This design comes from an exercise in tuning for a short achievable clock period and few clock cycles on the open sky130 flow, not from production work.
Where RTL was checked, it was by simulation tests only, not by an equivalence proof against the original.
Only the layout flow was run in run 2; the RTL was not checked for function there.
Power is estimated from default activity; no workload was simulated.

[design/flow/constraint.sdc]
create_clock -name core_clock -period 6.5 [get_ports {clk}]
set_input_delay 1.3000 -clock core_clock [delete_from_list [all_inputs] [get_ports {clk}]]
set_output_delay 1.3000 -clock core_clock [all_outputs]
set_load 0.01 [all_outputs]
[design/flow/design.v]
module Adder(
 	input [31:0] data1, 
 	input [31:0] data2, 
 	output [31:0] data_o 
);
assign data_o=data1+data2; 
endmodule
module MUX32b(
 	input [31:0] data1, 
 	input [31:0] data2, 
 	input select, 
 	output [31:0] data_o 
 );
assign	data_o=(select)? data1:data2; 
endmodule
module MUX5b(
 	input [4:0] data1, 
 	input [4:0] data2, 
 	input select, 
 	output [4:0] data_o 
);
assign data_o=(select)?data1:data2; 
endmodule
module MUX9b(
 	input [8:0] data1, 
 	input [8:0] data2, 
 	input select, 
 	output [8:0] data_o 
);
assign data_o=(select)?data1:data2; 
endmodule
module MUX32b_3to1(
 	input [31:0] data1, 
 	input [31:0] data2, 
	input [31:0] data3, 
 	input [1:0]select, 
 	output [31:0] data_o 
 );
assign	data_o=(select==2'd0)? data1:(select==2'd1)? data2:data3; 
endmodule
module SE(
 	input [15:0] data_i, 
 	output [31:0] data_o 
);
assign	data_o={16'd0,data_i};
endmodule
module PC(
	input [31:0] Next_Instruction, 
	input PCWrite, 
	input rst, 
 	input clk, 
 	output reg [31:0] Instruction_Address 
);
always@(posedge clk)begin
	if(rst) Instruction_Address<=32'd0;
	else if(PCWrite) Instruction_Address<=Next_Instruction; 
end
endmodule
module IF_ID(
 	input [31:0] Instruction_in, 
 	input clk, 
	input rst, 
	input IF_ID_Write, 
 	output reg [31:0] Instruction_out 
);
always@(posedge clk)begin 
	if(rst) Instruction_out<=32'd0;
	else if(IF_ID_Write) Instruction_out<=Instruction_in;
end
endmodule
module Hazard_detection(
	input [4:0]IF_ID_RSAddress, 
	input [4:0]IF_ID_RTAddress, 
	input [4:0]ID_EX_RTAddress, 
	input ID_EX_MemRead, 
	input ID_EX_MemWrite, 
	output reg Flashctrl, 
	output reg PCWrite, 
	output reg IF_ID_Write 
);
always@(IF_ID_RSAddress or IF_ID_RTAddress or ID_EX_RTAddress or ID_EX_MemRead or ID_EX_MemWrite)begin
	Flashctrl=0;
	PCWrite=1;
	IF_ID_Write=1;
	if(ID_EX_MemRead && ((ID_EX_RTAddress == IF_ID_RSAddress)|(ID_EX_RTAddress==IF_ID_RTAddress)))begin 
		Flashctrl=1;
		PCWrite=0;
		IF_ID_Write=0;
	end
end
endmodule
module Control(
 	input [5:0] Op, 
 	output reg [2:0] ALUOp, 
 	output reg RegDst, 
 	output reg MemRead, 
 	output reg MemtoReg, 
 	output reg MemWrite, 
 	output reg ALUSrc, 
 	output reg RegWrite 
);
always@(Op)begin
	ALUOp=3'd0;
	RegDst=0;
	MemRead=0;
	MemWrite=0;
 	ALUSrc=0;
 	RegWrite=0;
	MemtoReg=0;
	case(Op)
		6'd8:{ALUOp,RegDst,MemRead,MemtoReg,MemWrite,ALUSrc,RegWrite}=9'b000_0_0_0_0_1_1; 
		6'd9:{ALUOp,RegDst,MemRead,MemtoReg,MemWrite,ALUSrc,RegWrite}=9'b001_0_0_0_0_1_1; 
		6'd20:{ALUOp,RegDst,MemRead,MemtoReg,MemWrite,ALUSrc,RegWrite}=9'b010_1_0_0_0_0_1; 
		6'd35:{ALUOp,RegDst,MemRead,MemtoReg,MemWrite,ALUSrc,RegWrite}=9'b000_0_1_1_0_1_1; 
		6'd43:{ALUOp,RegDst,MemRead,MemtoReg,MemWrite,ALUSrc,RegWrite}=9'b000_0_0_0_1_1_0; 
	endcase
end	
endmodule
module RF(
 	input clk, 
	input RegWrite, 
 	input [4:0] RS_Address, 
 	input [4:0] RT_Address, 
 	input [4:0] RD_Address, 
 	output [31:0] RSdata, 
 	output [31:0] RTdata, 
	input [31:0] RDdata 
);
reg [31:0] register[31:1]; 
always@(posedge clk)begin
	if(RegWrite && (RD_Address!=5'd0)) register[RD_Address]<=RDdata; 
end
assign RSdata=(RS_Address==5'd0)?32'd0:(RegWrite && (RD_Address==RS_Address))?RDdata:register[RS_Address];
assign RTdata=(RT_Address==5'd0)?32'd0:(RegWrite && (RD_Address==RT_Address))?RDdata:register[RT_Address];
endmodule
module ID_EX(
 	input [31:0] RS_data_in, 
	input [31:0] RT_data_in, 
	input [31:0] immediate_in, 
	input [4:0] shamt_in, 
	input [5:0] funct_in, 
	input [4:0] RS_Address_in, 
	input [4:0] RT_Address_in, 
	input [4:0] RD_Address_in, 
	input [8:0]Ctrl, 
 	input clk, 
	input rst, 
 	output reg  [31:0] RS_data_out, 
	output reg  [31:0] RT_data_out, 
	output reg  [31:0] immediate_out, 
	output reg  [4:0] shamt_out, 
	output reg  [5:0] funct_out, 
	output reg  [4:0] RS_Address_out, 
	output reg  [4:0] RT_Address_out, 
	output reg  [4:0] RD_Address_out, 
	output reg RegWrite_out, 
	output reg MemtoReg_out, 
	output reg MemRead_out, 
 	output reg MemWrite_out, 
	(* fsm_encoding = "none" *) output reg [2:0] ALUOp_out, 
 	output reg RegDst_out, 
 	output reg ALUSrc_out 
);
always@(posedge clk)begin 
	RS_data_out<=RS_data_in;
	RT_data_out<=RT_data_in;
	immediate_out<=immediate_in;
	shamt_out<=shamt_in;
	funct_out<=funct_in;
	RS_Address_out<=RS_Address_in;
	RT_Address_out<=RT_Address_in;
	RD_Address_out<=RD_Address_in;
	MemtoReg_out<=Ctrl[7];
	ALUOp_out<=Ctrl[4:2];
 	RegDst_out<=Ctrl[1];
 	ALUSrc_out<=Ctrl[0];
	if(rst)begin
		RegWrite_out<=1'b0;
		MemRead_out<=1'b0;
 		MemWrite_out<=1'b0;
	end
	else begin
		RegWrite_out<=Ctrl[8];
		MemRead_out<=Ctrl[6];
 		MemWrite_out<=Ctrl[5];
	end
end
endmodule
module ALUctrl(
 	input [5:0] funct, 
 	input [2:0] ALUOp, 
 	output reg [5:0] operation 
);
always@(funct or ALUOp)begin
	operation=6'd0; 
	case(ALUOp) 
		3'b010:begin 
			case(funct)
				6'd21:operation=6'd27; 
				6'd22:operation=6'd28; 
				6'd23:operation=6'd29; 
				6'd24:operation=6'd30; 
				6'd25:operation=6'd31; 
				6'd26:operation=6'd32; 
				6'd27:operation=6'd33; 
				default:operation=6'd0;
		      	endcase
		end
		3'b000:operation=6'd27; 
		3'b001:operation=6'd28; 
		3'b101:operation=6'd28; 
		default:operation=6'd0;
	endcase
end
endmodule
module ALU(
	input [31:0] Source1,  
	input [31:0] Source2,  
	input [5:0] operation,  
	input [4:0] shamt,  
	output reg [31:0] result,  
	output zero 
);
assign zero=(result==0)?1:0; 
always@(Source1 or Source2 or operation or shamt)begin
	case(operation[5:0]) 
		6'd27: result=Source1+Source2; 
		6'd28: result=Source1-Source2; 
		6'd29: result=Source1>>shamt; 
		6'd30: result=Source1<<shamt; 
		6'd31: result=Source1^Source2; 
		6'd32: result=Source1&Source2; 
		6'd33: result=(Source1<Source2)?32'd1:32'd0; 
		default: result=32'd0; 
	endcase
end
endmodule
module Forwarding(
	input [4:0]ID_EX_RSAddress, 
	input [4:0]ID_EX_RTAddress, 
 	input [4:0]EX_MEM_WriteAddress, 
 	input [4:0]MEM_WB_WriteAddress, 
	input EX_MEM_RegWrite, 
 	input MEM_WB_RegWrite, 
 	output reg [1:0] ForwardA, 
	output reg [1:0] ForwardB 
);
always@(ID_EX_RSAddress or ID_EX_RTAddress or EX_MEM_WriteAddress or MEM_WB_WriteAddress  or EX_MEM_RegWrite or MEM_WB_RegWrite)begin
	ForwardA=2'b00;
	ForwardB=2'b00;
	if(EX_MEM_RegWrite&&(EX_MEM_WriteAddress!= 5'd0)&&(EX_MEM_WriteAddress==ID_EX_RSAddress)) ForwardA=2'b10; 
	else if(MEM_WB_RegWrite&&(MEM_WB_WriteAddress!= 5'd0)&&(MEM_WB_WriteAddress==ID_EX_RSAddress)) ForwardA=2'b01; 
	if(EX_MEM_RegWrite&&(EX_MEM_WriteAddress!= 5'd0)&&(EX_MEM_WriteAddress==ID_EX_RTAddress)) ForwardB=2'b10; 
	else if(MEM_WB_RegWrite&&(MEM_WB_WriteAddress!= 5'd0)&&(MEM_WB_WriteAddress==ID_EX_RTAddress)) ForwardB=2'b01; 
end
endmodule
module EX_MEM(
 	input [31:0] ALU_result_in, 
	input [31:0] RT_data_in, 
	input [4:0] Write_Address_in, 
	input RegWrite_in, 
	input MemtoReg_in, 
	input MemRead_in, 
 	input MemWrite_in, 
 	input clk, 
	input rst, 
 	output reg  [31:0] ALU_result_out, 
	output reg  [31:0] RT_data_out, 
	output reg  [4:0] Write_Address_out, 
	output reg RegWrite_out, 
	output reg MemtoReg_out, 
	output reg MemRead_out, 
 	output reg MemWrite_out 
);
always@(posedge clk)begin 
	ALU_result_out<=ALU_result_in;
	RT_data_out<=RT_data_in;
	Write_Address_out<=Write_Address_in;
	MemtoReg_out<=MemtoReg_in;
	if(rst)begin
		RegWrite_out<=1'b0;
		MemRead_out<=1'b0;
 		MemWrite_out<=1'b0;
	end
	else begin
		RegWrite_out<=RegWrite_in;
		MemRead_out<=MemRead_in;
 		MemWrite_out<=MemWrite_in;
	end
end
endmodule
module MEM_WB(
 	input [31:0] DM_data_in, 
	input [31:0] ALU_result_in, 
	input [4:0] Write_Address_in, 
 	input MemtoReg_in, 
 	input RegWrite_in, 
 	input clk, 
	input rst, 
 	output reg [31:0] DM_data_out, 
	output reg [31:0] ALU_result_out, 
	output reg [4:0] Write_Address_out, 
 	output reg MemtoReg_out, 
 	output reg RegWrite_out 
);
always@(posedge clk)begin 
	DM_data_out<=DM_data_in;
	ALU_result_out<=ALU_result_in;
	Write_Address_out<=Write_Address_in;
 	MemtoReg_out<=MemtoReg_in;
	if(rst) RegWrite_out<=1'b0;
 	else RegWrite_out<=RegWrite_in;
end
endmodule
module PipelineCPU(
 	input clk, 
 	input rst, 
 	output [31:0] imem_addr, 
 	input [31:0] imem_data, 
 	output [31:0] dmem_addr, 
 	output [31:0] dmem_wdata, 
 	output dmem_we, 
 	output dmem_re, 
 	input [31:0] dmem_rdata, 
 	output wb_en, 
 	output [4:0] wb_rd, 
 	output [31:0] wb_data 
);
wire [31:0]Instruction_Address; 
wire [31:0]Next_Address; 
wire [31:0]RSdata; 
wire [31:0]RTdata; 
wire [31:0]RDdata; 
wire [31:0]Instruction; 
wire [31:0]ALUSrc1; 
wire [31:0]ALUSrc2; 
wire [31:0]IF_ID_Instruction; 
wire IF_ID_Write; 
wire PCWrite; 
wire Flashctrl; 
wire [8:0]Ctrl; 
wire [31:0]ID_EX_RS_data; 
wire [31:0]ID_EX_RT_data; 
wire [31:0]ID_EX_immediate; 
wire [4:0]ID_EX_shamt; 
wire [5:0]ID_EX_funct; 
wire [4:0]ID_EX_RS_Address; 
wire [4:0]ID_EX_RT_Address; 
wire [4:0]ID_EX_RD_Address; 
wire [2:0]ID_EX_ALUOp; 
wire ID_EX_RegDst; 
wire ID_EX_MemRead; 
wire ID_EX_MemtoReg; 
wire ID_EX_MemWrite; 
wire ID_EX_ALUSrc; 
wire ID_EX_RegWrite; 
wire [31:0]immediate; 
wire [5:0]operation; 
wire [2:0]ALUOp; 
wire RegDst; 
wire MemRead; 
wire MemtoReg; 
wire MemWrite; 
wire ALUSrc; 
wire RegWrite; 
wire [4:0]Write_Address; 
wire [31:0]ALUResult; 
wire [31:0]EX_MEM_ALUResult; 
wire zero; 
wire [1:0]ForwardA; 
wire [1:0]ForwardB; 
wire [31:0]ForwardB_data; 
wire [31:0]EX_MEM_RT_data; 
wire [4:0]EX_MEM_Write_Address; 
wire EX_MEM_RegWrite; 
wire EX_MEM_MemtoReg; 
wire EX_MEM_MemRead; 
wire EX_MEM_MemWrite; 
wire [31:0]DM_data; 
wire [4:0]MEM_WB_Write_Address; 
wire [31:0]MEM_WB_DM_data; 
wire [31:0]MEM_WB_ALUResult; 
wire MEM_WB_RegWrite; 
wire MEM_WB_MemtoReg; 
PC PC(Next_Address,PCWrite,rst,clk,Instruction_Address);
Adder Adder(32'd4,Instruction_Address,Next_Address);
assign imem_addr=Instruction_Address;
assign Instruction=imem_data;
IF_ID IF_ID(Instruction,clk,rst,IF_ID_Write,IF_ID_Instruction);
Hazard_detection Hazard_detection(IF_ID_Instruction[25:21],IF_ID_Instruction[20:16],ID_EX_RT_Address,
	                          ID_EX_MemRead,ID_EX_MemWrite,
	                          Flashctrl,PCWrite,IF_ID_Write);
Control ctrl(IF_ID_Instruction[31:26],ALUOp,RegDst,MemRead,MemtoReg,MemWrite,ALUSrc,RegWrite);
MUX9b MUX_ID(9'd0,{RegWrite,MemtoReg,MemRead,MemWrite,ALUOp,RegDst,ALUSrc},Flashctrl,Ctrl);
RF RF(clk,MEM_WB_RegWrite,IF_ID_Instruction[25:21],IF_ID_Instruction[20:16],MEM_WB_Write_Address,RSdata,RTdata,RDdata);
SE SE(IF_ID_Instruction[15:0],immediate);
ID_EX ID_EX(RSdata,RTdata,immediate,IF_ID_Instruction[10:6],IF_ID_Instruction[5:0],IF_ID_Instruction[25:21],IF_ID_Instruction[20:16],IF_ID_Instruction[15:11],
	    Ctrl,clk,rst,
	    ID_EX_RS_data,ID_EX_RT_data,ID_EX_immediate,ID_EX_shamt,ID_EX_funct,ID_EX_RS_Address,ID_EX_RT_Address,ID_EX_RD_Address,
	    ID_EX_RegWrite,ID_EX_MemtoReg,ID_EX_MemRead,ID_EX_MemWrite,ID_EX_ALUOp,ID_EX_RegDst,ID_EX_ALUSrc);
MUX32b_3to1 MUX_EX1(ID_EX_RS_data,RDdata,EX_MEM_ALUResult,ForwardA,ALUSrc1);
MUX32b_3to1 MUX_EX2(ID_EX_RT_data,RDdata,EX_MEM_ALUResult,ForwardB,ForwardB_data);
MUX32b MUX_EX3(ID_EX_immediate,ForwardB_data,ID_EX_ALUSrc,ALUSrc2);
ALUctrl ALUctrl(ID_EX_funct,ID_EX_ALUOp,operation);
ALU ALU(ALUSrc1,ALUSrc2,operation,ID_EX_shamt,ALUResult,zero);
MUX5b MUX_EX4(ID_EX_RD_Address,ID_EX_RT_Address,ID_EX_RegDst,Write_Address);
Forwarding Forwarding(ID_EX_RS_Address,ID_EX_RT_Address,EX_MEM_Write_Address,MEM_WB_Write_Address,
                      EX_MEM_RegWrite,MEM_WB_RegWrite,
                      ForwardA,ForwardB);
EX_MEM EX_MEM(ALUResult,ForwardB_data,Write_Address,ID_EX_RegWrite,ID_EX_MemtoReg,ID_EX_MemRead,ID_EX_MemWrite,clk,rst,
 	      EX_MEM_ALUResult,EX_MEM_RT_data,EX_MEM_Write_Address,
              EX_MEM_RegWrite,EX_MEM_MemtoReg,EX_MEM_MemRead,EX_MEM_MemWrite);
assign dmem_addr=EX_MEM_ALUResult;
assign dmem_wdata=EX_MEM_RT_data;
assign dmem_we=EX_MEM_MemWrite;
assign dmem_re=EX_MEM_MemRead;
assign DM_data=dmem_rdata;
MEM_WB MEM_WB(DM_data,EX_MEM_ALUResult,EX_MEM_Write_Address,EX_MEM_MemtoReg,EX_MEM_RegWrite,clk,rst,
              MEM_WB_DM_data,MEM_WB_ALUResult,MEM_WB_Write_Address,
              MEM_WB_MemtoReg,MEM_WB_RegWrite);
MUX32b MUX_WB(MEM_WB_DM_data,MEM_WB_ALUResult,MEM_WB_MemtoReg,RDdata);
assign wb_en=MEM_WB_RegWrite;
assign wb_rd=MEM_WB_Write_Address;
assign wb_data=RDdata;
endmodule
[design/flow/config.mk]
export PLATFORM = sky130hd
export DESIGN_NAME = PipelineCPU
export DESIGN_NICKNAME = PipelineCPU
export VERILOG_FILES = /design/flow/design.v
export SDC_FILE = /design/flow/constraint.sdc
export NUM_CORES = 4
export LEC_CHECK = 0
export CAP_MARGIN = 20
export CORE_MARGIN = 2
export CORE_UTILIZATION = 45
export SLEW_MARGIN = 20
[design/flow/run.sh]
#!/bin/bash
# synth_recipe.tcl (not shown) runs the flow's synth.tcl, then flattens the netlist and writes it again
# the make line also repeats each setting of config.mk as NAME=value (left out here)
make -C /OpenROAD-flow-scripts/flow DESIGN_CONFIG=/design/flow/config.mk WORK_HOME=/design/flow/orfs CLKGATE_MAP_FILE= SYNTH_SCRIPT=/design/flow/synth_recipe.tcl finish
==> results of run 1 <==
-- logic make-up after synthesis --
family          Yosys count  share of synthesized area
fa+ha+maj                68                     0.0135
buf+inv                 469                     0.0285
flops                  1296                      0.560
xor+xnor                 75                     0.0103
compound gates          882                     0.0904
mux                     905                      0.239
other cells               1                  0.0000586
simple gates            799                     0.0583
-- worst max-delay path: stages (launching register included) --
cell and delay [ps]:
dfxtp_1 310, or3_1 600, o31ai_1 650, nor4_4 180, o21ai_0 180, o21ai_0 110
mux2_2 330, ha_1 270, inv_1 110, fa_1 220, nor2b_1 80, o31a_1 270
o41ai_1 610, a21oi_1 390, o41a_1 530, a211oi_1 410, nor2_1 120, a221o_1 350
o21ai_0 80, nand3_1 80
-- stage by stage --
stage | total power (W) | cells | setup slack [ps] | hold WS (ps)
2_1_floorplan | 0.0128 | 4496 | 1180 | 310
3_3_place_gp | 0.0151 | 6386 | 495 | 315
3_5_place_dp | 0.0151 | 6388 | 422 | 328
4_1_cts | 0.0230 | 6648 | 391 | 336
5_1_grt | 0.0237 | 6648 | 17.1 | 347
6_report | 0.0230 | 6648 | 444 | 340
-- state kept, by name, summed over array words and instances, names as in the netlist, 30 cells and up --
register                flops
ID_EX.RT_data_out          32
MEM_WB.ALU_result_out      32
ID_EX.RS_data_out          32
EX_MEM.RT_data_out         32
RF.register               992
MEM_WB.DM_data_out         32
EX_MEM.ALU_result_out      32
IF_ID.Instruction_out      32
PC.Instruction_Address     30
-- Yosys cell counts (15+ instances only) --
library cell,n
o21ai_0,174
clkbuf_1,258
nand3_1,45
nand4_1,49
xor2_1,37
mux4_2,479
a211oi_1,22
o211ai_1,17
nor2b_1,31
buf_1,68
a21oi_1,310
or3_1,16
xnor2_1,38
nor3_1,117
mux2_2,171
ha_1,66
edfxtp_1,992
nand2b_1,36
o21bai_1,17
o31a_1,15
a22oi_1,26
buf_2,21
inv_1,103
nand2_1,180
dfxtp_1,304
o21ai_1,15
o221ai_1,31
mux2i_1,253
a221oi_1,102
nor2_1,266
-- layout by cell type, fill, tap and decap left out, types with 144 or more instances in the layout --
| cell | netlist | layout |
|---|---|---|
| mux4_2 | 479 | 479 |
| nand2_1 | 180 | 178 |
| nor2_1 | 266 | 234 |
| edfxtp_1 | 992 | 992 |
| o21ai_0 | 174 | 174 |
| a21oi_1 | 310 | 310 |
| dfxtp_1 | 304 | 290 |
| mux2_2 | 171 | 171 |
| mux2i_1 | 253 | 253 |
| buf_4 | 2 | 144 |
| clkdlybuf4s50_1 | 0 | 198 |
| clkbuf_16 | 0 | 146 |
-- what timing repair did --
action,in CTS,in global routing
endpoints found under the hold margin,0,0
setup endpoints to repair,0,6
gates resized for setup,0,1
-- power by group through the flow --
stage	Sequential [W]	Combinational, W	Clock (W)
3_5_place_dp	0.0106	0.00454	0
4_1_cts	0.0104	0.00455	0.00805
5_1_grt	0.0104	0.00489	0.00835
6_report	0.0104	0.00461	0.00796
2_1_floorplan	0.0103	0.00251	0
3_3_place_gp	0.0106	0.00453	0
-- final timing paths --
kind	cells after the start	endpoint	from	slack (ps)
worst min register to register	0	EX_MEM.MemtoReg_out	ID_EX.MemtoReg_out	340
worst max register to register	19	EX_MEM.ALU_result_out[28]	MEM_WB.Write_Address_out[4]	440
worst max-delay path	19	EX_MEM.ALU_result_out[28]	MEM_WB.Write_Address_out[4]	440
worst min-delay path	0	EX_MEM.MemtoReg_out	ID_EX.MemtoReg_out	340
-- per-layer routing --
metal / GRT usage / routed length, um / part of all wire / vias to the layer above
met1: 0.425 / 90400 / 0.40 / 22600
met3: 0.0646 / 22000 / 0.097 / 495
met2: 0.477 / 104000 / 0.46 / 2551
met5: 0 / 12 / 0.000053 / -
met4: 0.135 / 10700 / 0.047 / 2
li1: - / - / - / 18200
-- cell type report --
type	count	area (um^2)	share of cell area
Sequential cell	1296	35900	0.490
Multi-Input combinational cell	2731	26700	0.365
Clock buffer	197	3930	0.0536
Timing Repair Buffer	355	3310	0.0452
Tap cell	1890	2360	0.0323
Clock inverter	63	587	0.00801
Inverter	116	435	0.00595
==> impl_metrics.ini, run 1 <==
[drt]
drtIter0Drc = 5527
ant_nets = 0
vias = 43900
drtPass1Iterations = 6
viasPerCell = 6.60
finalWirelength_mm = 227
drc = 0
route.detailed.wl_per_inst_um = 34.1

[power_and_ir_drop]
leakage_nw = 24.1
sequentialPowerShare = 0.454
power.share.switching = 0.301
p_per_area_mw_per_mm2 = 314
peakVddDrop_mv = 0.432
p_clk_frac = 0.346
p_comb_frac = 0.200
p_switching_w = 0.00692
intPower_w = 0.0161

[placement]
dpl.hpwl_mm = 146
port_buffers = 199
gp_congestion = 0.985
dpl-instance-area_mm2 = 0.0687

[global_route]
grt_pass1_wl_mm = 323
grt_max_degree = 119
grt_overflow_total = 0
antenna_found_initial = 6
grt_pass1_vias = 43500
grt_use_total = 0.309

[clock_network]
cts_hold_buffers = 0
numCtsBuffers = 145
clk_path_buf_depth = 3
htree_levels = 4
clkLatencyLatePin_ps = 780
cts_tree = done
clkSinkCount = 1296
clk_pin_slew_ps = 60
cts_root_buf = clkbuf_16
postCtsSetupBuffers = 0

[sta]
rsz0062_at_grt = false
min_period_ps = 6060
period_share = 0.932
clock_skew_ps = 26.4
fmax_mhz = 165
slew_violations = 0
worst_slew_pin_slew_ps = 1150
final.setup.tns_ps = 0
finalSetupViolCount = 0
timing.final.hold_violations = 0
slew_headroom = 0.233

[die]
fp-row-count = 138
initial_core_util = 0.453
die_w_um = 381
die_area_mm2 = 0.145
core_area_mm2 = 0.141
fp.dieH_um = 381
ioPinCount = 202

[run_status]
status = finished clean

[yosys]
synth_seq_area_share = 0.560
synth_flop_cell = edfxtp_1
synth_top_area_share = 0.465
mappedNetlistArea_mm2 = 0.0640
synth_seq_cells = 1296
synth_top_cells_by_area = edfxtp_1, mux4_2, dfxtp_1
netlist-cell-type-count = 86
synth_top_area_cell = edfxtp_1
yosys_warnings = 11
synth_edf_count = 992
ys_async_sr_fraction = 0
avgSynthCellArea_um2 = 14.2
synthCells = 4495

[layout]
drive_above_1_share = 0.236
area_growth_pct = 14.4
final_cell_area_mm2 = 0.0732
diodes = 0
finalNetCount = 4779
postLayoutCoreUtil = 0.518
fillerInstances = 11800

[worst_setup_path]
worst_setup_path_end_kind = flop
critical_path_class = reg -> reg
worstPathArrival_ps = 6700
crit_required_ps = 7150
cp-start-kind = flop
crit_path_max_fanout = 6

[min_path]
min_path_type = reg -> reg

[run]
max-cap-violations = 0
Testbench counts, summed over its fixed seeds: cycles 6,158.
==> run 2: changes to the inputs <==
--- a/design/flow/design.v
+++ b/design/flow/design.v
@@ -326,100 +326,122 @@
  	output [4:0] wb_rd, 
  	output [31:0] wb_data 
 );
-wire [31:0]Instruction_Address; 
-wire [31:0]Next_Address; 
-wire [31:0]RSdata; 
-wire [31:0]RTdata; 
-wire [31:0]RDdata; 
-wire [31:0]Instruction; 
-wire [31:0]ALUSrc1; 
-wire [31:0]ALUSrc2; 
-wire [31:0]IF_ID_Instruction; 
-wire IF_ID_Write; 
-wire PCWrite; 
-wire Flashctrl; 
-wire [8:0]Ctrl; 
-wire [31:0]ID_EX_RS_data; 
-wire [31:0]ID_EX_RT_data; 
-wire [31:0]ID_EX_immediate; 
-wire [4:0]ID_EX_shamt; 
-wire [5:0]ID_EX_funct; 
-wire [4:0]ID_EX_RS_Address; 
-wire [4:0]ID_EX_RT_Address; 
-wire [4:0]ID_EX_RD_Address; 
-wire [2:0]ID_EX_ALUOp; 
-wire ID_EX_RegDst; 
-wire ID_EX_MemRead; 
-wire ID_EX_MemtoReg; 
-wire ID_EX_MemWrite; 
-wire ID_EX_ALUSrc; 
-wire ID_EX_RegWrite; 
-wire [31:0]immediate; 
-wire [5:0]operation; 
-wire [2:0]ALUOp; 
-wire RegDst; 
-wire MemRead; 
-wire MemtoReg; 
-wire MemWrite; 
-wire ALUSrc; 
-wire RegWrite; 
-wire [4:0]Write_Address; 
-wire [31:0]ALUResult; 
-wire [31:0]EX_MEM_ALUResult; 
-wire zero; 
-wire [1:0]ForwardA; 
-wire [1:0]ForwardB; 
-wire [31:0]ForwardB_data; 
-wire [31:0]EX_MEM_RT_data; 
-wire [4:0]EX_MEM_Write_Address; 
-wire EX_MEM_RegWrite; 
-wire EX_MEM_MemtoReg; 
-wire EX_MEM_MemRead; 
-wire EX_MEM_MemWrite; 
-wire [31:0]DM_data; 
-wire [4:0]MEM_WB_Write_Address; 
-wire [31:0]MEM_WB_DM_data; 
-wire [31:0]MEM_WB_ALUResult; 
-wire MEM_WB_RegWrite; 
-wire MEM_WB_MemtoReg; 
-PC PC(Next_Address,PCWrite,rst,clk,Instruction_Address);
-Adder Adder(32'd4,Instruction_Address,Next_Address);
-assign imem_addr=Instruction_Address;
-assign Instruction=imem_data;
-IF_ID IF_ID(Instruction,clk,rst,IF_ID_Write,IF_ID_Instruction);
-Hazard_detection Hazard_detection(IF_ID_Instruction[25:21],IF_ID_Instruction[20:16],ID_EX_RT_Address,
-	                          ID_EX_MemRead,ID_EX_MemWrite,
-	                          Flashctrl,PCWrite,IF_ID_Write);
-Control ctrl(IF_ID_Instruction[31:26],ALUOp,RegDst,MemRead,MemtoReg,MemWrite,ALUSrc,RegWrite);
-MUX9b MUX_ID(9'd0,{RegWrite,MemtoReg,MemRead,MemWrite,ALUOp,RegDst,ALUSrc},Flashctrl,Ctrl);
-RF RF(clk,MEM_WB_RegWrite,IF_ID_Instruction[25:21],IF_ID_Instruction[20:16],MEM_WB_Write_Address,RSdata,RTdata,RDdata);
-SE SE(IF_ID_Instruction[15:0],immediate);
-ID_EX ID_EX(RSdata,RTdata,immediate,IF_ID_Instruction[10:6],IF_ID_Instruction[5:0],IF_ID_Instruction[25:21],IF_ID_Instruction[20:16],IF_ID_Instruction[15:11],
-	    Ctrl,clk,rst,
-	    ID_EX_RS_data,ID_EX_RT_data,ID_EX_immediate,ID_EX_shamt,ID_EX_funct,ID_EX_RS_Address,ID_EX_RT_Address,ID_EX_RD_Address,
-	    ID_EX_RegWrite,ID_EX_MemtoReg,ID_EX_MemRead,ID_EX_MemWrite,ID_EX_ALUOp,ID_EX_RegDst,ID_EX_ALUSrc);
-MUX32b_3to1 MUX_EX1(ID_EX_RS_data,RDdata,EX_MEM_ALUResult,ForwardA,ALUSrc1);
-MUX32b_3to1 MUX_EX2(ID_EX_RT_data,RDdata,EX_MEM_ALUResult,ForwardB,ForwardB_data);
-MUX32b MUX_EX3(ID_EX_immediate,ForwardB_data,ID_EX_ALUSrc,ALUSrc2);
-ALUctrl ALUctrl(ID_EX_funct,ID_EX_ALUOp,operation);
-ALU ALU(ALUSrc1,ALUSrc2,operation,ID_EX_shamt,ALUResult,zero);
-MUX5b MUX_EX4(ID_EX_RD_Address,ID_EX_RT_Address,ID_EX_RegDst,Write_Address);
-Forwarding Forwarding(ID_EX_RS_Address,ID_EX_RT_Address,EX_MEM_Write_Address,MEM_WB_Write_Address,
-                      EX_MEM_RegWrite,MEM_WB_RegWrite,
-                      ForwardA,ForwardB);
-EX_MEM EX_MEM(ALUResult,ForwardB_data,Write_Address,ID_EX_RegWrite,ID_EX_MemtoReg,ID_EX_MemRead,ID_EX_MemWrite,clk,rst,
- 	      EX_MEM_ALUResult,EX_MEM_RT_data,EX_MEM_Write_Address,
-              EX_MEM_RegWrite,EX_MEM_MemtoReg,EX_MEM_MemRead,EX_MEM_MemWrite);
-assign dmem_addr=EX_MEM_ALUResult;
-assign dmem_wdata=EX_MEM_RT_data;
-assign dmem_we=EX_MEM_MemWrite;
-assign dmem_re=EX_MEM_MemRead;
-assign DM_data=dmem_rdata;
-MEM_WB MEM_WB(DM_data,EX_MEM_ALUResult,EX_MEM_Write_Address,EX_MEM_MemtoReg,EX_MEM_RegWrite,clk,rst,
-              MEM_WB_DM_data,MEM_WB_ALUResult,MEM_WB_Write_Address,
-              MEM_WB_MemtoReg,MEM_WB_RegWrite);
-MUX32b MUX_WB(MEM_WB_DM_data,MEM_WB_ALUResult,MEM_WB_MemtoReg,RDdata);
-assign wb_en=MEM_WB_RegWrite;
-assign wb_rd=MEM_WB_Write_Address;
-assign wb_data=RDdata;
+reg [31:0] pc;
+reg [31:0] d_ins;              
+reg [31:0] e_a, e_b, e_sd;     
+reg [4:0]  e_sh;
+reg [4:0]  e_dest;
+reg        e_wr, e_rd, e_st;   
+reg        e_fa, e_fb, e_fsd;  
+reg        e_add, e_sub, e_srl, e_sll, e_xor, e_and, e_slt;
+reg [31:0] m_res, m_sd;        
+reg [4:0]  m_dest;
+reg        m_wr, m_rd, m_st;
+reg [31:0] w_data;             
+reg [4:0]  w_dest;
+reg        w_wr;
+reg [31:0] rf [1:31];
+wire [31:0] mem_val = m_rd ? dmem_rdata : m_res;
+wire [5:0] op = d_ins[31:26];
+wire [4:0] rs = d_ins[25:21];
+wire [4:0] rt = d_ins[20:16];
+wire [4:0] rd = d_ins[15:11];
+wire [5:0] fn = d_ins[5:0];
+wire is_r   = (op == 6'd20);
+wire is_ai  = (op == 6'd8);
+wire is_si  = (op == 6'd9);
+wire is_lw  = (op == 6'd35);
+wire is_sw  = (op == 6'd43);
+wire f_add = is_r & (fn == 6'd21);
+wire f_sub = is_r & (fn == 6'd22);
+wire f_srl = is_r & (fn == 6'd23);
+wire f_sll = is_r & (fn == 6'd24);
+wire f_xor = is_r & (fn == 6'd25);
+wire f_and = is_r & (fn == 6'd26);
+wire f_slt = is_r & (fn == 6'd27);
+wire [4:0] dest = is_r ? rd : rt;
+wire wr = (is_r | is_ai | is_si | is_lw) & (dest != 5'd0);
+wire use_rs = f_add | f_sub | f_srl | f_sll | f_xor | f_and | f_slt | is_ai | is_si | is_lw | is_sw;
+wire use_rt = f_add | f_sub | f_xor | f_and | f_slt;
+wire stall = e_rd & e_wr & ((use_rs & (e_dest == rs)) | (use_rt & (e_dest == rt)));
+wire m_fs = m_wr & (m_dest == rs);
+wire m_ft = m_wr & (m_dest == rt);
+wire [31:0] rs_val = (rs == 5'd0) ? 32'd0 : m_fs ? mem_val : rf[rs];
+wire [31:0] rt_val = (rt == 5'd0) ? 32'd0 : m_ft ? mem_val : rf[rt];
+wire [31:0] a = e_fa ? m_res : e_a;
+wire [31:0] b = e_fb ? m_res : e_b;
+wire [32:0] sum = {1'b0, a} + {1'b0, b ^ {32{e_sub}}} + {32'd0, e_sub};
+wire [31:0] res = ({32{e_add}} & sum[31:0])
+                | ({32{e_srl}} & (a >> e_sh))
+                | ({32{e_sll}} & (a << e_sh))
+                | ({32{e_xor}} & (a ^ b))
+                | ({32{e_and}} & (a & b))
+                | {31'd0, e_slt & ~sum[32]};
+wire [31:0] sd = e_fsd ? mem_val : e_sd;
+always @(posedge clk) begin
+	if (rst) begin
+		pc <= 32'd0;
+		d_ins <= 32'd0;
+	end else if (!stall) begin
+		pc <= pc + 32'd4;
+		d_ins <= imem_data;
+	end
+end
+always @(posedge clk) begin
+	e_a <= rs_val;
+	e_b <= is_r ? rt_val : {16'd0, d_ins[15:0]};
+	e_sd <= rt_val;
+	e_sh <= d_ins[10:6];
+	e_dest <= dest;
+	e_fa <= e_wr & (e_dest == rs);
+	e_fb <= e_wr & (e_dest == rt) & is_r;
+	e_fsd <= e_wr & (e_dest == rt);
+	e_add <= f_add | f_sub | is_ai | is_si | is_lw | is_sw;
+	e_sub <= f_sub | f_slt | is_si;
+	e_srl <= f_srl;
+	e_sll <= f_sll;
+	e_xor <= f_xor;
+	e_and <= f_and;
+	e_slt <= f_slt;
+	if (rst | stall) begin
+		e_wr <= 1'b0;
+		e_rd <= 1'b0;
+		e_st <= 1'b0;
+	end else begin
+		e_wr <= wr;
+		e_rd <= is_lw;
+		e_st <= is_sw;
+	end
+end
+always @(posedge clk) begin
+	m_res <= res;
+	m_sd <= sd;
+	m_dest <= e_dest;
+	if (rst) begin
+		m_wr <= 1'b0;
+		m_rd <= 1'b0;
+		m_st <= 1'b0;
+	end else begin
+		m_wr <= e_wr;
+		m_rd <= e_rd;
+		m_st <= e_st;
+	end
+end
+always @(posedge clk) begin
+	w_data <= mem_val;
+	w_dest <= m_dest;
+	if (rst) w_wr <= 1'b0;
+	else w_wr <= m_wr;
+end
+always @(posedge clk) begin
+	if (m_wr) rf[m_dest] <= mem_val;
+end
+assign imem_addr = pc;
+assign dmem_addr = m_res;
+assign dmem_wdata = m_sd;
+assign dmem_we = m_st;
+assign dmem_re = m_rd;
+assign wb_en = w_wr;
+assign wb_rd = w_dest;
+assign wb_data = w_data;
 endmodule
--- a/design/flow/config.mk
+++ b/design/flow/config.mk
@@ -5,7 +5,10 @@
 export SDC_FILE = /design/flow/constraint.sdc
 export NUM_CORES = 4
 export LEC_CHECK = 0
+export ABC_CLOCK_PERIOD_IN_PS = 2500
 export CAP_MARGIN = 20
 export CORE_MARGIN = 2
 export CORE_UTILIZATION = 45
+export SETUP_SLACK_MARGIN = 3.5
 export SLEW_MARGIN = 20
+export TNS_END_PERCENT = 100
==> impl_metrics.ini, run 2 <==
[sta]
finalSetupViolCount = 0
period_share = 0.557
worst_slew_pin_slew_ps = 1280
hold_ws_ps = 384
fmax_mhz = 276
min_period_ps = 3620
slew_headroom = 0.136
timing.final.hold_violations = 0
final.setup.tns_ps = 0
slew_violations = 0
clock_skew_ps = 34.9
rsz0062_at_grt = true

[die]
initial_core_util = 0.454
fp.dieH_um = 380
die_w_um = 380
ioPinCount = 202
core_area_mm2 = 0.140
die_area_mm2 = 0.144
fp-row-count = 137

[yosys]
yosys_warnings = 1
synth_top_area_cell = edfxtp_1
synth_seq_area_share = 0.562
synth_commonest_cells = edfxtp_1, mux4_2, dfxtp_1
synth_top_area_share = 0.469
synth_seq_cells = 1288
netlist-cell-type-count = 83
avgSynthCellArea_um2 = 15.3
synth_top_cells_by_area = edfxtp_1, mux4_2, dfxtp_1
synth_flop_cell = edfxtp_1
synth_most_common_cell = edfxtp_1
ys_async_sr_fraction = 0
synth_edf_count = 992
synthCells = 4146
mappedNetlistArea_mm2 = 0.0636

[worst_setup_path]
worst_setup_path_end_kind = flop
crit_path_max_fanout = 6
crit_required_ps = 7180
cp-start-kind = flop
worstPathArrival_ps = 4300
critical_path_class = reg -> reg
ff2ff_setup_slack_ps = 2880
timing.rr.start = e_fb
rr_worst_depth = 15
timing.rr.end = m_res[24]

[min_path]
holdPathStages = 0
min_path_type = reg -> reg
min-delay-start = d_ins[9]
holdPathEnd = e_sh[3]

[power_and_ir_drop]
peakVddDrop_mv = 0.285
leakage_nw = 25.6
p_per_area_mw_per_mm2 = 266
p_clk_frac = 0.418
sequentialPowerShare = 0.455
p_switching_w = 0.00514
p_comb_frac = 0.127
intPower_w = 0.0151
power.share.switching = 0.254

[drt]
vias = 42800
finalWirelength_mm = 227
drtIter0Drc = 5889
drtPass1Iterations = 7
route.detailed.wl_per_inst_um = 35.3
viasPerCell = 6.66
ant_nets = 0
drc = 0

[clock_network]
clkLatencyLatePin_ps = 810
cts_tree = done
clk_pin_slew_ps = 60
cts_hold_buffers = 0
numCtsBuffers = 144
cts_root_buf = clkbuf_16
htree_levels = 4
clk_path_buf_depth = 3
clkSinkCount = 1288

[global_route]
grt_overflow_total = 0
antenna_found_initial = 5
busiest_layer = met2
grtUsageMet2 = 0.473
met1_usage = 0.434
grt_max_degree = 81
grt_use_met3 = 0.0688
grt_pass1_vias = 41200
grt_use_total = 0.309
grt_pass1_wl_mm = 317

[layout]
area_growth_pct = 19.6
finalNetCount = 4558
final_common_cell = edfxtp_1
fillerInstances = 11300
final_cell_mix = edfxtp_1, mux4_2, nor2_1, mux2i_1, dfxtp_1
ff_latch_area_mm2 = 0.0359
top_register = rf
multi_input_area_mm2 = 0.0277
drive_above_1_share = 0.329
largest_reg_flops = 992

[run_status]
status = finished clean

[placement]
port_buffers = 199
gp_congestion = 0.967
dpl.hpwl_mm = 137

[run]
max-cap-violations = 0
[run 2: cell count changes after synthesis, moves of 55 or more]
cell	before	now
a21oi_1	310	169
clkbuf_1	258	203
o21ai_0	174	105
a211oi_1	22	106
mux4_2	479	542
nand2_1	180	122
nor3_1	117	57
inv_1	103	43
[run 2: kinds of logic after synthesis]
| family | share of synthesized area |
|---|---|
| fa+ha+maj | 0.0129 |
| buf+inv | 0.0248 |
| mux | 0.267 |
| xor+xnor | 0.0157 |
| simple gates | 0.0516 |
| other cells | 0.0000590 |
| compound gates | 0.0664 |
| flops | 0.562 |
[run 2: worst max-delay path: stages (launching register included)]
cell and delay (ps):
dfxtp_4 370, buf_12 140, mux2i_4 250, a32oi_2 90, nor2b_4 160, fa_2 420
nor2b_4 160, o31ai_4 80, a21oi_2 190, or4b_4 480, nand4_1 200, buf_6 160
a311oi_4 90, o211a_1 230, a31o_1 180, a221o_1 300
[run 2: power by group through the flow]
stage	Sequential, W	Clock, W	Combinational [W]
after floorplan	0.00924	0	0.00147
after global placement	0.00939	0	0.00225
after detailed placement	0.00939	0	0.00225
after CTS	0.00919	0.00853	0.00244
after global routing	0.00919	0.00886	0.00269
final	0.00919	0.00844	0.00257
[run 2: what timing repair did]
action,in CTS,in global routing
gates cloned,10,8
setup buffers,90,39
gates resized for setup,344,116
setup endpoints to repair,474,367
pin swaps,41,30
[run 2: metrics by stage]
| stage | cells | total power (W) | setup slack, ps | area, um^2 | util |
|---|---|---|---|---|---|
| global route | 6426 | 0.0208 | 2780 | 76000 | 0.543 |
| CTS | 6378 | 0.0202 | 2910 | 74900 | 0.536 |
| finish | 6429 | 0.0202 | 2880 | 76000 | 0.543 |
| floorplan | 4147 | 0.0107 | 2780 | 63900 | - |
| global placement | 6008 | 0.0116 | 2110 | 68000 | 0.486 |
| detailed placement | 6009 | 0.0116 | 2080 | 68000 | 0.486 |
[run 2: per-layer routing]
layer | part of all wire | vias to the layer above
met5 | 0.000057 | -
met3 | 0.11 | 429
met2 | 0.45 | 2653
met1 | 0.40 | 22400
met4 | 0.039 | 2
li1 | - | 17400
[run 2: how the worst max path moves through the flow]
stage / start / endpoint / slack [ps]
global placement: e_fa / m_res[18] / 2110
global route: e_fb / m_res[18] / 2780
detailed placement: e_fa / m_res[18] / 2080
finish: e_fb / m_res[24] / 2880
floorplan: e_fb / m_res[18] / 2780
CTS: e_fb / m_res[24] / 2910
[run 2: cell type report]
| class | instances | share of cell area |
|---|---|---|
| Timing Repair inverter | 1 | 0.0000658 |
| Timing Repair Buffer | 462 | 0.0653 |
| Antenna cell | 3 | 0.0000988 |
| Inverter | 43 | 0.00222 |
| Clock buffer | 208 | 0.0551 |
| Sequential cell | 1288 | 0.472 |
| Multi-Input combinational cell | 2487 | 0.365 |
| Tap cell | 1876 | 0.0309 |
| Clock inverter | 61 | 0.00925 |
==> run 3: changes to the inputs <==
--- a/design/flow/design.v
+++ b/design/flow/design.v
@@ -328,14 +328,18 @@
 );
 reg [31:0] pc;
 reg [31:0] d_ins;              
+reg        d_stall;            
+reg        d_fs, d_ft;         
 reg [31:0] e_a, e_b, e_sd;     
 reg [4:0]  e_sh;
 reg [4:0]  e_dest;
+reg [31:1] e_we;               
 reg        e_wr, e_rd, e_st;   
-reg        e_fa, e_fb, e_fsd;  
+reg        e_fsd;              
 reg        e_add, e_sub, e_srl, e_sll, e_xor, e_and, e_slt;
 reg [31:0] m_res, m_sd;        
 reg [4:0]  m_dest;
+reg [31:1] m_we;
 reg        m_wr, m_rd, m_st;
 reg [31:0] w_data;             
 reg [4:0]  w_dest;
@@ -361,56 +365,104 @@
 wire f_slt = is_r & (fn == 6'd27);
 wire [4:0] dest = is_r ? rd : rt;
 wire wr = (is_r | is_ai | is_si | is_lw) & (dest != 5'd0);
-wire use_rs = f_add | f_sub | f_srl | f_sll | f_xor | f_and | f_slt | is_ai | is_si | is_lw | is_sw;
-wire use_rt = f_add | f_sub | f_xor | f_and | f_slt;
-wire stall = e_rd & e_wr & ((use_rs & (e_dest == rs)) | (use_rt & (e_dest == rt)));
-wire m_fs = m_wr & (m_dest == rs);
-wire m_ft = m_wr & (m_dest == rt);
-wire [31:0] rs_val = (rs == 5'd0) ? 32'd0 : m_fs ? mem_val : rf[rs];
-wire [31:0] rt_val = (rt == 5'd0) ? 32'd0 : m_ft ? mem_val : rf[rt];
-wire [31:0] a = e_fa ? m_res : e_a;
-wire [31:0] b = e_fb ? m_res : e_b;
-wire [32:0] sum = {1'b0, a} + {1'b0, b ^ {32{e_sub}}} + {32'd0, e_sub};
-wire [31:0] res = ({32{e_add}} & sum[31:0])
-                | ({32{e_srl}} & (a >> e_sh))
-                | ({32{e_sll}} & (a << e_sh))
-                | ({32{e_xor}} & (a ^ b))
-                | ({32{e_and}} & (a & b))
-                | {31'd0, e_slt & ~sum[32]};
-wire [31:0] sd = e_fsd ? mem_val : e_sd;
+reg [31:0] rf_s, rf_t;
+always @(*) begin
+	rf_s = (rs == 5'd0) ? 32'd0 : rf[rs];
+	rf_t = (rt == 5'd0) ? 32'd0 : rf[rt];
+end
+wire [31:0] rs_val = d_fs ? mem_val : rf_s;
+wire [31:0] rt_val = d_ft ? mem_val : rf_t;
+wire [5:0] i_op = imem_data[31:26];
+wire [4:0] i_rs = imem_data[25:21];
+wire [4:0] i_rt = imem_data[20:16];
+wire [5:0] i_fn = imem_data[5:0];
+wire i_r = (i_op == 6'd20);
+wire i_use_rt = i_r & ((i_fn == 6'd21) | (i_fn == 6'd22) | (i_fn == 6'd25) | (i_fn == 6'd26) | (i_fn == 6'd27));
+wire i_use_rs = (i_r & (i_fn >= 6'd21) & (i_fn <= 6'd27)) | (i_op == 6'd8) | (i_op == 6'd9) | (i_op == 6'd35) | (i_op == 6'd43);
+wire stall_next = !d_stall & is_lw & wr & ((i_use_rs & (i_rs == rt)) | (i_use_rt & (i_rt == rt)));
+wire [4:0] n_rs = d_stall ? rs : i_rs;
+wire [4:0] n_rt = d_stall ? rt : i_rt;
+wire fs_next = e_wr & (e_dest == n_rs);
+wire ft_next = e_wr & (e_dest == n_rt);
+wire [31:0] a = e_a;
+wire [31:0] b = e_b;
+wire [31:0] s_add = a + b;
+wire [32:0] s_sub = {1'b0, a} - {1'b0, b};
+wire [31:0] s_srl = a >> e_sh;
+wire [31:0] s_sll = a << e_sh;
+wire [31:0] s_xor = a ^ b;
+wire [31:0] s_and = a & b;
+wire [31:0] res = ({32{e_add}} & s_add)
+                | ({32{e_sub}} & s_sub[31:0])
+                | ({32{e_srl}} & s_srl)
+                | ({32{e_sll}} & s_sll)
+                | ({32{e_xor}} & s_xor)
+                | ({32{e_and}} & s_and)
+                | {31'd0, e_slt & s_sub[32]};
+wire [31:0] sd = e_fsd ? dmem_rdata : e_sd;
+wire fa = e_wr & (e_dest == rs);
+wire fb = e_wr & (e_dest == rt) & is_r;
+wire fd = e_wr & (e_dest == rt);
+wire [31:0] b_id = is_r ? rt_val : {16'd0, d_ins[15:0]};
+wire [31:0] a_next = ({32{fa & e_add}} & s_add)
+                   | ({32{fa & e_sub}} & s_sub[31:0])
+                   | ({32{fa & e_srl}} & s_srl)
+                   | ({32{fa & e_sll}} & s_sll)
+                   | ({32{fa & e_xor}} & s_xor)
+                   | ({32{fa & e_and}} & s_and)
+                   | {31'd0, fa & e_slt & s_sub[32]}
+                   | ({32{~fa}} & rs_val);
+wire [31:0] b_next = ({32{fb & e_add}} & s_add)
+                   | ({32{fb & e_sub}} & s_sub[31:0])
+                   | ({32{fb & e_srl}} & s_srl)
+                   | ({32{fb & e_sll}} & s_sll)
+                   | ({32{fb & e_xor}} & s_xor)
+                   | ({32{fb & e_and}} & s_and)
+                   | {31'd0, fb & e_slt & s_sub[32]}
+                   | ({32{~fb}} & b_id);
+wire [31:0] sd_next = (fd & !e_rd) ? res : rt_val;
 always @(posedge clk) begin
 	if (rst) begin
 		pc <= 32'd0;
 		d_ins <= 32'd0;
-	end else if (!stall) begin
-		pc <= pc + 32'd4;
-		d_ins <= imem_data;
+		d_stall <= 1'b0;
+		d_fs <= 1'b0;
+		d_ft <= 1'b0;
+	end else begin
+		if (!d_stall) begin
+			pc <= pc + 32'd4;
+			d_ins <= imem_data;
+		end
+		d_stall <= stall_next;
+		d_fs <= fs_next;
+		d_ft <= ft_next;
 	end
 end
+integer k;
 always @(posedge clk) begin
-	e_a <= rs_val;
-	e_b <= is_r ? rt_val : {16'd0, d_ins[15:0]};
-	e_sd <= rt_val;
+	e_a <= a_next;
+	e_b <= b_next;
+	e_sd <= sd_next;
 	e_sh <= d_ins[10:6];
 	e_dest <= dest;
-	e_fa <= e_wr & (e_dest == rs);
-	e_fb <= e_wr & (e_dest == rt) & is_r;
-	e_fsd <= e_wr & (e_dest == rt);
-	e_add <= f_add | f_sub | is_ai | is_si | is_lw | is_sw;
-	e_sub <= f_sub | f_slt | is_si;
+	e_fsd <= fd & e_rd;
+	e_add <= f_add | is_ai | is_lw | is_sw;
+	e_sub <= f_sub | is_si;
 	e_srl <= f_srl;
 	e_sll <= f_sll;
 	e_xor <= f_xor;
 	e_and <= f_and;
 	e_slt <= f_slt;
-	if (rst | stall) begin
+	if (rst | d_stall) begin
 		e_wr <= 1'b0;
 		e_rd <= 1'b0;
 		e_st <= 1'b0;
+		e_we <= 31'd0;
 	end else begin
 		e_wr <= wr;
 		e_rd <= is_lw;
 		e_st <= is_sw;
+		for (k = 1; k < 32; k = k + 1) e_we[k] <= wr & (dest == k);
 	end
 end
 always @(posedge clk) begin
@@ -421,10 +473,12 @@
 		m_wr <= 1'b0;
 		m_rd <= 1'b0;
 		m_st <= 1'b0;
+		m_we <= 31'd0;
 	end else begin
 		m_wr <= e_wr;
 		m_rd <= e_rd;
 		m_st <= e_st;
+		m_we <= e_we;
 	end
 end
 always @(posedge clk) begin
@@ -434,7 +488,8 @@
 	else w_wr <= m_wr;
 end
 always @(posedge clk) begin
-	if (m_wr) rf[m_dest] <= mem_val;
+	for (k = 1; k < 32; k = k + 1)
+		if (m_we[k]) rf[k] <= mem_val;
 end
 assign imem_addr = pc;
 assign dmem_addr = m_res;
==> design/flow/config.mk (replaced) <==
export PLATFORM = sky130hd
export DESIGN_NAME = PipelineCPU
export DESIGN_NICKNAME = PipelineCPU
export VERILOG_FILES = /design/flow/design.v
export SDC_FILE = /design/flow/constraint.sdc
export NUM_CORES = 4
export LEC_CHECK = 0
export CAP_MARGIN = 20
export CORE_MARGIN = 2
export CORE_UTILIZATION = 35
export SETUP_SLACK_MARGIN = 4.0
export SLEW_MARGIN = 20
export TNS_END_PERCENT = 100
==> impl_metrics.ini, run 3 <==
[die]
core_area_mm2 = 0.178
fp-row-count = 155
initial_core_util = 0.351
die_w_um = 426
fp.dieH_um = 426
die_area_mm2 = 0.182
ioPinCount = 202

[yosys]
avgSynthCellArea_um2 = 12.0
synth_edf_count = 992
synth_commonest_cells = edfxtp_1, a22oi_1, dfxtp_1
mappedNetlistArea_mm2 = 0.0625
synth_seq_cells = 1346
synth.mux.area_fraction = 0.0570
synth-compound-area-share = 0.183
netlist-cell-type-count = 98
synth_top_family_by_area = compound AO/OA/AOI/OAI gates
synth_most_common_cell = edfxtp_1
synthCells = 5202
synth_xor_area_frac = 0.0108
synthAdderAreaFrac = 0.0139
synth_flop_cell = edfxtp_1
synth_top_area_share = 0.477
synth_seq_area_share = 0.590
synth_top_area_cell = edfxtp_1
synth-simple-area-share = 0.113
yosys_warnings = 34
synth_top_cells_by_area = edfxtp_1, dfxtp_1, a22oi_1
ys_async_sr_fraction = 0

[worst_setup_path]
crit_required_ps = 7230
ff2ff_setup_slack_ps = 3230
timing.rr.start = d_ins[20]
worst_setup_path_end_kind = flop
cp-start-kind = flop
critical_path_class = reg -> reg
crit_path_max_fanout = 7
rr_worst_depth = 13
timing.rr.end = e_b[16]
worstPathArrival_ps = 4000

[drt]
finalWirelength_mm = 368
vias = 62000
ant_nets = 0
viasPerCell = 7.32
drtIter0Drc = 14300
drtPass1Iterations = 14
drc = 0
route.detailed.wl_per_inst_um = 43.4

[sta]
fmax_mhz = 306
slew_violations = 0
final.setup.tns_ps = 0
rsz0062_at_grt = true
worst_slew_pin_slew_ps = 1250
clock_skew_ps = 41.4
timing.final.ws_setup_ps = 3230
timing.final.hold_violations = 0
min_period_ps = 3270
finalSetupViolCount = 0
period_share = 0.503
slew_headroom = 0.168

[layout]
final_cell_mix = edfxtp_1, a22oi_1, buf_4, buf_6, nor2_1
finalNetCount = 6105
fin_cells = 8471
largest_reg_flops = 992
drive_above_1_share = 0.365
final_common_cell = edfxtp_1
area_growth_pct = 35.9
top_register = rf

[clock_network]
clk_path_buf_depth = 3
numCtsBuffers = 146
clk_pin_slew_ps = 70
clkLatencyLatePin_ps = 860
cts_hold_buffers = 0
cts_tree = done
htree_levels = 4
clkSinkCount = 1346
cts_root_buf = clkbuf_16

[placement]
port_buffers = 199
dpl.hpwl_mm = 207
gp_congestion = 1.04
placed_cells = 7545
pre_cts_ws_ps = 1700

[power_and_ir_drop]
intPower_w = 0.0160
peakVddDrop_mv = 0.317
p_comb_frac = 0.178
p_clk_frac = 0.391
p_switching_w = 0.00636
total_power_w = 0.0224
sequentialPowerShare = 0.431
power.share.switching = 0.284
p_per_area_mw_per_mm2 = 264
leakage_nw = 30.1

[global_route]
antenna_found_initial = 27
grt_pass1_wl_mm = 483
grt_overflow_total = 0
grt_max_degree = 79
grt_use_total = 0.388
grt_pass1_vias = 56900

[run_status]
status = finished clean

[min_path]
holdPathStages = 0
min_path_type = reg -> reg
holdPathEnd = w_dest[1]
min-delay-start = m_dest[1]

[run]
max-cap-violations = 0
-- run 3: cell types whose count changed in the layout (fill, tap and decap cells not counted), sizes merged, moves of 116 or more --
cell,delta
and3,+143
nand3,+116
buf,+690
a22oi,+741
mux4,-464
mux2i,-169
nand2,+118
nand4,+145
-- run 3: cell type report --
| cell class | instances | area [um^2] |
|---|---|---|
| fillers | 15400 | 92900 |
| clock buffers | 200 | 4150 |
| diodes | 23 | 57.6 |
| well taps | 2355 | 2950 |
| flip-flops and latches | 1346 | 37300 |
| multi-input cells | 3353 | 28400 |
| repair inverters | 1 | 7.51 |
| inverters | 104 | 432 |
| clock inverters | 70 | 853 |
| repair buffers | 1019 | 10800 |
-- run 3: worst max path at each step --
stage | start | to | cells after the start
after floorplan | e_a[0] | e_b[14] | 12
after global placement | d_ins[18] | e_b[4] | 9
after detailed placement | d_ins[18] | e_b[4] | 9
after CTS | e_a[0] | e_b[24] | 13
after global routing | e_a[0] | e_a[18] | 14
final | d_ins[20] | e_b[16] | 13
-- run 3: repair_timing --
action / in CTS / in global routing
buffers inserted: 453 / 152
pin swaps: 276 / 181
resized for setup: 1759 / 324
cloned: 22 / 6
setup endpoints to repair: 328 / 287
-- run 3: metrics by stage --
stage / instance area (um^2) / hold slack, ps / util
6_report: 84900 / 324 / 0.478
5_1_grt: 84900 / 330 / 0.477
4_1_cts: 82000 / 328 / 0.461
3_5_place_dp: 68200 / 312 / 0.383
3_3_place_gp: 68100 / 315 / 0.383
2_1_floorplan: 63000 / 310 / -
-- run 3: logic make-up after synthesis --
kind of cell	Yosys count
AOI/OAI and AO/OA	1584
xor gates and xnor gates	77
adders and majority gates	68
buffers and inverters	513
DFF	1346
muxes	247
other	1
and+or+nand+nor	1366
-- run 3: power groups by stage --
stage | Sequential, W | Combinational, W | Clock (W)
floorplan | 0.00969 | 0.00150 | 0
global placement | 0.00985 | 0.00256 | 0
detailed placement | 0.00985 | 0.00256 | 0
CTS | 0.00964 | 0.00345 | 0.00874
global route | 0.00965 | 0.00403 | 0.00908
finish | 0.00965 | 0.00399 | 0.00875
-- run 3: metal layers --
layer	track usage	vias to the layer above	part of all wire	routed length [um]
li1	-	22300	-	-
met1	0.433	29800	0.32	116000
met2	0.553	7201	0.40	149000
met3	0.193	2689	0.16	60500
met4	0.318	26	0.11	42100
met5	0.00317	-	0.0011	394
-- run 3: critical path, stage by stage (launching register included) --
cell,delay [ps]
dfxtp_4,360
buf_8,140
buf_4,130
nor3b_4,40
buf_12,170
buf_6,190
buf_4,170
and3_1,190
a2111oi_0,520
nand3_1,210
nor4_2,330
a2bb2oi_2,370
a21oi_1,130
a21boi_2,200
Testbench counts of run 3, summed over its fixed seeds: cycles 6,046.
==> run 4: changes to the inputs <==
--- a/design/flow/design.v
+++ b/design/flow/design.v
@@ -331,12 +331,13 @@
 reg        d_stall;            
 reg        d_fs, d_ft;         
 reg [31:0] e_a, e_b, e_sd;     
-reg [4:0]  e_sh;
+reg [3:0]  e_l1, e_l2, e_r1, e_r2;  
+reg [1:0]  e_l3, e_r3;              
 reg [4:0]  e_dest;
 reg [31:1] e_we;               
 reg        e_wr, e_rd, e_st;   
-reg        e_fsd;              
-reg        e_add, e_sub, e_srl, e_sll, e_xor, e_and, e_slt;
+reg        e_fsd, e_fsm;       
+reg        e_add, e_sub, e_xor, e_and, e_slt;
 reg [31:0] m_res, m_sd;        
 reg [4:0]  m_dest;
 reg [31:1] m_we;
@@ -388,39 +389,46 @@
 wire [31:0] b = e_b;
 wire [31:0] s_add = a + b;
 wire [32:0] s_sub = {1'b0, a} - {1'b0, b};
-wire [31:0] s_srl = a >> e_sh;
-wire [31:0] s_sll = a << e_sh;
+wire [31:0] l1 = ({32{e_l1[0]}} & a) | ({32{e_l1[1]}} & (a << 1))
+               | ({32{e_l1[2]}} & (a << 2)) | ({32{e_l1[3]}} & (a << 3));
+wire [31:0] l2 = ({32{e_l2[0]}} & l1) | ({32{e_l2[1]}} & (l1 << 4))
+               | ({32{e_l2[2]}} & (l1 << 8)) | ({32{e_l2[3]}} & (l1 << 12));
+wire [31:0] s_sll = ({32{e_l3[0]}} & l2) | ({32{e_l3[1]}} & (l2 << 16));
+wire [31:0] r1 = ({32{e_r1[0]}} & a) | ({32{e_r1[1]}} & (a >> 1))
+               | ({32{e_r1[2]}} & (a >> 2)) | ({32{e_r1[3]}} & (a >> 3));
+wire [31:0] r2 = ({32{e_r2[0]}} & r1) | ({32{e_r2[1]}} & (r1 >> 4))
+               | ({32{e_r2[2]}} & (r1 >> 8)) | ({32{e_r2[3]}} & (r1 >> 12));
+wire [31:0] s_srl = ({32{e_r3[0]}} & r2) | ({32{e_r3[1]}} & (r2 >> 16));
 wire [31:0] s_xor = a ^ b;
 wire [31:0] s_and = a & b;
 wire [31:0] res = ({32{e_add}} & s_add)
                 | ({32{e_sub}} & s_sub[31:0])
-                | ({32{e_srl}} & s_srl)
-                | ({32{e_sll}} & s_sll)
+                | s_srl
+                | s_sll
                 | ({32{e_xor}} & s_xor)
                 | ({32{e_and}} & s_and)
                 | {31'd0, e_slt & s_sub[32]};
-wire [31:0] sd = e_fsd ? dmem_rdata : e_sd;
+wire [31:0] sd = e_fsd ? dmem_rdata : e_fsm ? m_res : e_sd;
 wire fa = e_wr & (e_dest == rs);
 wire fb = e_wr & (e_dest == rt) & is_r;
 wire fd = e_wr & (e_dest == rt);
 wire [31:0] b_id = is_r ? rt_val : {16'd0, d_ins[15:0]};
 wire [31:0] a_next = ({32{fa & e_add}} & s_add)
                    | ({32{fa & e_sub}} & s_sub[31:0])
-                   | ({32{fa & e_srl}} & s_srl)
-                   | ({32{fa & e_sll}} & s_sll)
+                   | ({32{fa}} & s_srl)
+                   | ({32{fa}} & s_sll)
                    | ({32{fa & e_xor}} & s_xor)
                    | ({32{fa & e_and}} & s_and)
                    | {31'd0, fa & e_slt & s_sub[32]}
                    | ({32{~fa}} & rs_val);
 wire [31:0] b_next = ({32{fb & e_add}} & s_add)
                    | ({32{fb & e_sub}} & s_sub[31:0])
-                   | ({32{fb & e_srl}} & s_srl)
-                   | ({32{fb & e_sll}} & s_sll)
+                   | ({32{fb}} & s_srl)
+                   | ({32{fb}} & s_sll)
                    | ({32{fb & e_xor}} & s_xor)
                    | ({32{fb & e_and}} & s_and)
                    | {31'd0, fb & e_slt & s_sub[32]}
                    | ({32{~fb}} & b_id);
-wire [31:0] sd_next = (fd & !e_rd) ? res : rt_val;
 always @(posedge clk) begin
 	if (rst) begin
 		pc <= 32'd0;
@@ -442,14 +450,20 @@
 always @(posedge clk) begin
 	e_a <= a_next;
 	e_b <= b_next;
-	e_sd <= sd_next;
-	e_sh <= d_ins[10:6];
+	e_sd <= rt_val;
+	for (k = 0; k < 4; k = k + 1) begin
+		e_l1[k] <= f_sll & (d_ins[7:6] == k);
+		e_l2[k] <= f_sll & (d_ins[9:8] == k);
+		e_r1[k] <= f_srl & (d_ins[7:6] == k);
+		e_r2[k] <= f_srl & (d_ins[9:8] == k);
+	end
+	e_l3 <= {f_sll & d_ins[10], f_sll & ~d_ins[10]};
+	e_r3 <= {f_srl & d_ins[10], f_srl & ~d_ins[10]};
 	e_dest <= dest;
 	e_fsd <= fd & e_rd;
+	e_fsm <= fd & ~e_rd;
 	e_add <= f_add | is_ai | is_lw | is_sw;
 	e_sub <= f_sub | is_si;
-	e_srl <= f_srl;
-	e_sll <= f_sll;
 	e_xor <= f_xor;
 	e_and <= f_and;
 	e_slt <= f_slt;
--- a/design/flow/config.mk
+++ b/design/flow/config.mk
@@ -7,7 +7,7 @@
 export LEC_CHECK = 0
 export CAP_MARGIN = 20
 export CORE_MARGIN = 2
-export CORE_UTILIZATION = 35
-export SETUP_SLACK_MARGIN = 4.0
+export CORE_UTILIZATION = 40
+export SETUP_SLACK_MARGIN = 3.8
 export SLEW_MARGIN = 20
 export TNS_END_PERCENT = 100
==> impl_metrics.ini, run 4 <==
[run_status]
status = finished clean

[drt]
drtPass1Iterations = 12
drc = 0
route.detailed.wl_per_inst_um = 40.6
viasPerCell = 7.26
drtIter0Drc = 13600
vias = 57400
finalWirelength_mm = 321
ant_nets = 0

[die]
die_w_um = 395
initial_core_util = 0.403
ioPinCount = 202
fp-row-count = 143
fp.dieH_um = 395
core_area_mm2 = 0.152
die_area_mm2 = 0.156

[global_route]
grt_use_total = 0.389
grt_overflow_total = 0
grt_max_degree = 65
antenna_found_initial = 14
grt_pass1_vias = 53300
grt_pass1_wl_mm = 425

[sta]
final.setup.tns_ps = 0
rsz0062_at_grt = true
clock_skew_ps = 28.1
slew_headroom = 0.184
period_share = 0.479
worst_slew_pin_slew_ps = 1220
timing.final.ws_setup_ps = 3390
min_period_ps = 3110
slew_violations = 0
finalSetupViolCount = 0
timing.final.hold_violations = 0
fmax_mhz = 321

[clock_network]
cts_hold_buffers = 0
clkLatencyLatePin_ps = 830
cts_root_buf = clkbuf_16
htree_levels = 4
clk_path_buf_depth = 3
clk_pin_slew_ps = 60
clkSinkCount = 1360
cts_tree = done
numCtsBuffers = 147

[power_and_ir_drop]
peakVddDrop_mv = 0.319
total_power_w = 0.0213
leakage_nw = 27.4
p_per_area_mw_per_mm2 = 272

[worst_setup_path]
timing.rr.start = d_ins[25]
crit_required_ps = 7240
cp-start-kind = flop
cp.depth = 12
worstPathCellList = buf_8, buf_4, or3b_4, buf_4, nor2_4, buf_8, a22oi_1, nand4_1, nor2_1, a21oi_1, a211oi_1, a21oi_2
rr_worst_depth = 12
worst_setup_path_end_kind = flop
ff2ff_setup_slack_ps = 3390
crit_path_max_fanout = 21
worstPathArrival_ps = 3860
cp-startpoint = d_ins[25]
critical_path_class = reg -> reg
cp_slowest_cell = a21oi_1
worst-path-buf-inv = 4
cpPeakStageDelay_ps = 630
path_delay_family = compound AO/OA/AOI/OAI gates
timing.rr.end = e_a[16]

[yosys]
avgSynthCellArea_um2 = 11.8
synth_flop_cell = edfxtp_1
synth_top_area_cell = edfxtp_1
synth_seq_area_share = 0.607
synth_edf_count = 992
ys_async_sr_fraction = 0
synth_commonest_cells = edfxtp_1, a22oi_1, nand2_1
yosys_warnings = 34
synth_top_cells_by_area = edfxtp_1, a22oi_1, dfxtp_1
synth_top_area_share = 0.487
mappedNetlistArea_mm2 = 0.0612
synth_seq_cells = 1360
netlist-cell-type-count = 102
synthCells = 5191
synth_most_common_cell = edfxtp_1

[placement]
pre_cts_ws_ps = 1770
port_buffers = 199
gp_congestion = 1.01
dpl.hpwl_mm = 179

[min_path]
holdPathEnd = w_dest[0]
min-delay-start = m_dest[0]
holdPathStages = 0
min_path_type = reg -> reg

[layout]
finalNetCount = 5888
postLayoutCoreUtil = 0.517
drive_above_1_share = 0.284
top_register = rf
final_cell_mix = edfxtp_1, a22oi_1, buf_4, nand2_1, nor2_1
largest_reg_flops = 992
area_growth_pct = 28.3
final_common_cell = edfxtp_1

[run]
max-cap-violations = 0
run 4: cell types whose count changed in the layout (fill, tap and decap cells not counted), moves of 77 or more:
| cell | delta |
|---|---|
| a22oi_1 | +235 |
| mux4_2 | -77 |
| buf_4 | -79 |
| and3_1 | -131 |
| nand2_1 | +195 |
| buf_6 | -174 |
run 4: routing by layer:
| metal | track usage | wire, um | vias to the layer above |
|---|---|---|---|
| met1 | 0.460 | 104000 | 27600 |
| met4 | 0.286 | 33200 | 28 |
| li1 | - | - | 21600 |
| met3 | 0.166 | 53200 | 2009 |
| met5 | 0.0126 | 927 | - |
| met2 | 0.560 | 130000 | 6192 |
run 4: worst max path at each step:
stage / endpoint
after detailed placement: e_b[17]
after floorplan: e_a[26]
final: e_a[16]
after global routing: e_b[26]
after global placement: e_b[17]
after CTS: e_a[26]
run 4: per-stage QoR:
stage | instances | hold slack (ps) | cell area, um^2
after global placement | 7187 | 315 | 65900
after floorplan | 5192 | 310 | 61300
after global routing | 7905 | 331 | 78500
final | 7915 | 326 | 78500
after detailed placement | 7187 | 312 | 65900
after CTS | 7778 | 326 | 76300
run 4: worst reg2reg max path, delay by kind of cell (launching register included):
kind,cells,cell delay [ps]
compound gates,4,1100
flops,1,320
simple gates,4,760
buf+inv,4,860
run 4: kinds of logic (layout without fill, tap and decap cells):
kind of cell | after synthesis | in the layout | share of synthesized area
buffers and inverters | 514 | 1193 | 0.0361
multiplexers | 116 | 116 | 0.0197
AND/OR/NAND/NOR | 1290 | 1291 | 0.100
other | 1 | 15 | 0.0000613
XOR/XNOR | 83 | 83 | 0.0119
flip-flops | 1360 | 1360 | 0.607
AO/OA/AOI/OAI | 1758 | 1758 | 0.211
adder cells (fa/ha/maj) | 69 | 69 | 0.0144
run 4: cell type report:
| cell class | instances | area, um^2 |
|---|---|---|
| Multi-Input combinational cell | 3319 | 25300 |
| Clock buffer | 191 | 4030 |
| Timing Repair Buffer | 818 | 7870 |
| Antenna cell | 13 | 32.5 |
| Tap cell | 2030 | 2540 |
| Clock inverter | 77 | 818 |
| Fill cell | 12900 | 73400 |
| Sequential cell | 1360 | 37500 |
| Inverter | 107 | 429 |
run 4: report_power, final:
part	switching [W]	leakage [nW]	internal [W]
sequential	0.000214	12.3	0.00952
clock	0.00369	2.38	0.00491
combinational	0.00184	12.8	0.00115
run 4: timing repair:
| item | CTS | global route |
|---|---|---|
| cloned | 4 | 9 |
| setup buffers | 319 | 115 |
| gates resized for setup | 1181 | 255 |
| endpoints found under the hold margin | 0 | 0 |
| endpoints found under the setup margin | 295 | 144 |
| pin swaps | 210 | 173 |
Testbench counts of run 4, summed over its fixed seeds: cycles 6,046.
